Background: an optimization exercise with open tools, aiming at small area. Do not read the settings as production practice. In this exercise RTL edits were held to simulation tests only and were not proved equivalent to the original. The clock input has no modelled driver; a real chip could not lean on it and would need a root buffer or a full tree. No activity file was given, so power comes from the tool's default toggle rates.

## run A
==> flow/design.v <==
module Square_wave
(
 output wire [13:0]DA_Data,
 output wire DA_Clock,
 input wire Sys_Clock,
 input wire nReset
);
reg ja, jb, jc;
always @(posedge Sys_Clock or negedge nReset)
  if (!nReset) begin
    ja <= 1'b0; jb <= 1'b0; jc <= 1'b1;
  end else begin
    ja <= jc; jb <= ja; jc <= ~jb;
  end
assign DA_Clock = jc;
reg [5:0] n;
reg [4:0] h;
reg [5:0] p;
reg       pf;       
reg [6:0] lvb;      
wire pz  = ~(p[4] | p[2] | p[1] | p[0]);
wire ce  = ~pf;                    
wire fb  = p[5] ^ p[0] ^ (pz & (~p[3] | ce));
wire c6  = (p == 6'd22);           
wire b   = c6 & ~(|h);             
wire ovf = b & (&n);               
wire [5:0] nn = n + {5'd0, b};
wire ld  = b & (ce | (&n));        
wire bend = ce & n[5] & n[2] & n[0] & ~h[2] & ~h[1] & h[3] & h[0] & ~p[5] & p[2] & p[1];
always @(posedge Sys_Clock or negedge nReset)
  if (!nReset) begin
    n <= 6'd0; h <= 5'd1; p <= 6'd22; pf <= 1'b0; lvb <= 7'h7f;
  end else begin
    p <= {p[4:0], fb} & ~{3'd0, bend, 2'd0} | {5'd0, bend};
    h <= (ld ? nn[5:1] : h - {4'd0, c6}) | {bend, 1'b0, bend, bend, 1'b0};
    n <= nn & ~{bend, 2'd0, bend, 1'b0, bend};
    if (bend) pf <= 1'b1;
    else if (ovf) pf <= 1'b0;
    if (ce & b & n[0]) lvb <= lvb - 7'd1;
  end
wire off = ~ce | n[0];             
assign DA_Data = {6'd0, ~(lvb | {7{off}}), 1'b0};
endmodule
Settings: LEC_CHECK=0, CAP_MARGIN=0, CORE_MARGIN=2, CORE_UTILIZATION=40, SLEW_MARGIN=0; clock period 9.25 ns.
standard.sh (not shown) runs the stock make flow with config.mk's settings and CLKGATE_MAP_FILE= SYNTH_SCRIPT=/design/flow/synth_recipe.tcl, a recipe that flattens the netlist after the stock synthesis.
==> flow/flow/run.sh <==
#!/bin/bash
# ORFS's standard layout (standard.sh), with these changes to how it is made:
#  - synthesis maps the logic with area-oriented ABC scripts (flow/abc_*.script) in place of
#    ORFS's delay-oriented one, and without Yosys's full-adder extraction; each script is
#    tried in a side folder (try_*/, log try_*.log) and the one with the smallest cell area
#    (port buffers left out) is used for the layout; flip-flops are mapped as in ORFS;
#  - port buffers: sky130_fd_sc_hd__buf_1 on the outputs, buf_2 on the input;
#  - clock tree: a single clkbuf_16 drives all the registers (flow/cts_single.tcl);
#  - one tie cell for all the constant outputs.
# Each tool's output is in orfs/logs/ (ORFS's own per-step logs) and standard.log.
set -euo pipefail
W=$(pwd)
export ADDER_MAP_FILE=
export SKIP_REPAIR_TIE_FANOUT=1
export FLOW_CLK_PORT=Sys_Clock

make_scripts() {  # make_scripts DIR ABC_SCRIPT
  rm -rf "$1"
  cp -r "$FLOW_HOME/scripts" "$1"
  cp "$2" "$1/abc_speed.script"
  cp "$2" "$1/abc_area.script"
  python3 - "$1" "$W/flow/cts_single.tcl" <<'PY'
import sys
d, cts = sys.argv[1], sys.argv[2]
def patch(name, old, new):
    f = d + "/" + name
    s = open(f).read()
    assert old in s, (name, old)
    open(f, "w").write(s.replace(old, new))
patch("global_place.tcl", "buffer_ports {*}[env_var_or_empty BUFFER_PORTS_ARGS]",
      "buffer_ports -inputs -buffer_cell sky130_fd_sc_hd__buf_2\n    buffer_ports -outputs -buffer_cell sky130_fd_sc_hd__buf_1")
patch("cts.tcl", "log_cmd clock_tree_synthesis {*}$cts_args", "source " + cts)
PY
}

# try each ABC script on synthesis alone
best=""
best_area=""
for s in "$W"/flow/abc_*.script; do
  name=$(basename "$s" .script)
  make_scripts "$W/scripts_$name" "$s"
  sed -e "s|WORK_HOME=$W/orfs |WORK_HOME=$W/try_$name |" standard.sh > "$W/try_$name.sh"
  grep -q "WORK_HOME=$W/try_$name " "$W/try_$name.sh"
  if SCRIPTS_DIR="$W/scripts_$name" bash "$W/try_$name.sh" synth > "$W/try_$name.log" 2>&1; then
    stat="$W/try_$name/reports/$FLOW_PLATFORM/Square_wave/base/synth_stat.txt"
    area=$(awk '/sky130_fd_sc_hd__/ { if ($3 !~ /__buf_/) s += $2 } END { printf "%.4f\n", s }' "$stat")
    echo "$name $area" | tee -a "$W/abc_choice.log"
    if [[ -z "$best" ]] || awk -v a="$area" -v b="$best_area" 'BEGIN { exit !(a < b) }'; then
      best=$name
      best_area=$area
    fi
  fi
done
echo "chosen: $best" | tee -a "$W/abc_choice.log"
export SCRIPTS_DIR="$W/scripts_$best"
bash standard.sh > "$W/standard.log" 2>&1
==> flow/flow/cts_single.tcl <==
# Clock tree for a small design: one clkbuf_16 at the centroid of the clock sinks drives
# every register's clock pin, so all registers get the same clock arrival.
set block [ord::get_db_block]
set clk_net [get_nets $::env(FLOW_CLK_PORT)]
set xs 0
set ys 0
set k 0
foreach pin [get_pins -of_objects $clk_net] {
  set inst [[sta::sta_to_db_pin $pin] getInst]
  set bb [$inst getBBox]
  set xs [expr {$xs + ([$bb xMin] + [$bb xMax]) / 2}]
  set ys [expr {$ys + ([$bb yMin] + [$bb yMax]) / 2}]
  incr k
}
set dbu [$block getDbUnitsPerMicron]
set x [expr {double($xs) / $k / $dbu}]
set y [expr {double($ys) / $k / $dbu}]
puts "clock sinks: $k, root buffer at ($x, $y)"
set newbuf [insert_buffer -buffer_cell sky130_fd_sc_hd__buf_12 -net $::env(FLOW_CLK_PORT) \
  -location [list $x $y] -buffer_name clkbuf_0_root -net_name clknet_0_root]
puts "inserted $newbuf"
set root [sta::sta_to_db_inst $newbuf]
puts "root buffer [$root getName]"
foreach it [$root getITerms] {
  set net [$it getNet]
  if { $net != "NULL" } {
    puts "clock net [$net getName]"
    $net setSigType CLOCK
  }
}
set_propagated_clock [all_clocks]
Other scripts of this flow, unchanged in this note and not shown: flow/flow/abc_a7.script, flow/flow/abc_b3.script, flow/flow/abc_b8.script, flow/flow/abc_c4.script
Changes in run B relative to run A:
-- flow/flow/run.sh --
<<< run A, line 6
#    (port buffers left out) is used for the layout; flip-flops are mapped as in ORFS;
#  - port buffers: sky130_fd_sc_hd__buf_1 on the outputs, buf_2 on the input;
#  - clock tree: a single clkbuf_16 drives all the registers (flow/cts_single.tcl);
#  - one tie cell for all the constant outputs.
# Each tool's output is in orfs/logs/ (ORFS's own per-step logs) and standard.log.
set -euo pipefail
>>> run B, line 6
#    (port buffers left out) is used for the layout; flip-flops are mapped as in ORFS;
#  - port buffers: sky130_fd_sc_hd__buf_1 on the outputs, buf_1 on the input;
#  - clock tree: a single buf_12 drives all the registers (flow/cts_single.tcl);
#  - one tie cell for all the constant outputs;
set -euo pipefail
<<< run A, line 30
patch("global_place.tcl", "buffer_ports {*}[env_var_or_empty BUFFER_PORTS_ARGS]",
      "buffer_ports -inputs -buffer_cell sky130_fd_sc_hd__buf_2\n    buffer_ports -outputs -buffer_cell sky130_fd_sc_hd__buf_1")
patch("cts.tcl", "log_cmd clock_tree_synthesis {*}$cts_args", "source " + cts)
>>> run B, line 29
patch("global_place.tcl", "buffer_ports {*}[env_var_or_empty BUFFER_PORTS_ARGS]",
      "buffer_ports -inputs -buffer_cell sky130_fd_sc_hd__buf_1\n    buffer_ports -outputs -buffer_cell sky130_fd_sc_hd__buf_1")
patch("cts.tcl", "log_cmd clock_tree_synthesis {*}$cts_args", "source " + cts)
-- flow/flow/cts_single.tcl --
<<< run A, line 1
# Clock tree for a small design: one clkbuf_16 at the centroid of the clock sinks drives
# every register's clock pin, so all registers get the same clock arrival.
>>> run B, line 1
# Clock tree for a small design: one buf_12 at the centroid of the clock sinks drives
# every register's clock pin, so all registers get the same clock arrival.
-- flow/config.mk --
<<< run A, line 8
export CAP_MARGIN = 0
export CORE_MARGIN = 2
export CORE_UTILIZATION = 40
export SLEW_MARGIN = 0
>>> run B, line 8
export CAP_MARGIN = 0
export CORE_AREA = 2.3 2.72 58.2 57.8
export DIE_AREA = 0 0 60.5 60.5
export SLEW_MARGIN = 0
==> notes.md <==
Run B against run A: internal power held steady; combined area of the multi-input logic cells held steady. Summary of the comparison: post-route minimum period is higher in run B, relative to run A. The lower cell count came out of run A. Between run B and run A, it is run B whose combinational cell power is higher, by about 7%. Final wirelength, run B vs run A: up slightly. Run B reports a lower global-route wire length before repair than run A does.
Input-level comparison between run C and run B:
-- flow/flow/run.sh --
<<< run B, line 6
#    (port buffers left out) is used for the layout; flip-flops are mapped as in ORFS;
#  - port buffers: sky130_fd_sc_hd__buf_1 on the outputs, buf_1 on the input;
#  - clock tree: a single buf_12 drives all the registers (flow/cts_single.tcl);
>>> run C, line 6
#    (port buffers left out) is used for the layout; flip-flops are mapped as in ORFS;
#  - port buffers: sky130_fd_sc_hd__buf_1 on the outputs, buf_2 on the input;
#  - clock tree: a single buf_12 drives all the registers (flow/cts_single.tcl);
<<< run B, line 29
patch("global_place.tcl", "buffer_ports {*}[env_var_or_empty BUFFER_PORTS_ARGS]",
      "buffer_ports -inputs -buffer_cell sky130_fd_sc_hd__buf_1\n    buffer_ports -outputs -buffer_cell sky130_fd_sc_hd__buf_1")
patch("cts.tcl", "log_cmd clock_tree_synthesis {*}$cts_args", "source " + cts)
>>> run C, line 29
patch("global_place.tcl", "buffer_ports {*}[env_var_or_empty BUFFER_PORTS_ARGS]",
      "buffer_ports -inputs -buffer_cell sky130_fd_sc_hd__buf_2\n    buffer_ports -outputs -buffer_cell sky130_fd_sc_hd__buf_1")
patch("cts.tcl", "log_cmd clock_tree_synthesis {*}$cts_args", "source " + cts)
### Flow results
- As far as synthesized cell count goes, run C and run B are indistinguishable; the numbers are identical.
- Going from run B to run C, clock period minus final worst setup slack down 0.054 ns; highest attainable clock frequency increased by about 1.5% relative to the old numbers.
diff inputs: run C => run D
-- flow/flow/run.sh --
<<< run C, line 7
#  - port buffers: sky130_fd_sc_hd__buf_1 on the outputs, buf_2 on the input;
#  - clock tree: a single buf_12 drives all the registers (flow/cts_single.tcl);
#  - one tie cell for all the constant outputs;
set -euo pipefail
>>> run D, line 7
#  - port buffers: sky130_fd_sc_hd__buf_1 on the outputs, buf_2 on the input;
#  - clock tree: a single clkbuf_16 drives all the registers (flow/cts_single.tcl);
#  - one tie cell for all the constant outputs.
# Each tool's output is in orfs/logs/ (ORFS's own per-step logs) and standard.log.
set -euo pipefail
Notes after the runs:
On number of maximum-capacitance constraint violations, run C and run D are neck and neck.
Post-detailed-route count of antenna-violating nets across run C and run D: no real change.
Run D -> run C: post-DP HPWL delta 0, exact match
No run of this note takes its clock network from TritonCTS; it comes from the design's own scripts or RTL.

==> what the ideal ports hide <==
Ports are ideal in the flow. The routed layouts listed here were re-timed in OpenROAD. Step 1: set_driving_cell puts a clkbuf_16 on Sys_Clock and a buf_2 on each other input, an assumption about the parent block. Step 2 times the ports against the registers' clock, not the clock port: input delays grow and output delays shrink by t, the midpoint of the rising clock arrivals with the driver on. Three values: no drivers, after step 1, after step 2; two values: the first two.
run | t (ns) | slack for setup (ns) | worst setup path after step 2 | clock arrival spread, ns | worst data-port slew with drivers (ns)
run A | 0.167 | 5.607 / 5.607 / 5.607 | register to register | 0.006 / 0.006 | 0.03
run B | 0.167 | 5.562 / 5.561 / 5.561 | register to register | 0.002 / 0.002 | 0.03
run C | 0.164 | 5.616 / 5.616 / 5.616 | register to register | 0.004 / 0.004 | 0.03
run D | 0.164 | 5.616 / 5.616 / 5.616 | register to register | 0.004 / 0.004 | 0.03
After both steps every run listed still meets setup and hold. For run B, which loses most, drivers alone change the setup slack by -0.001 ns; drivers and shift together by -0.001 ns.
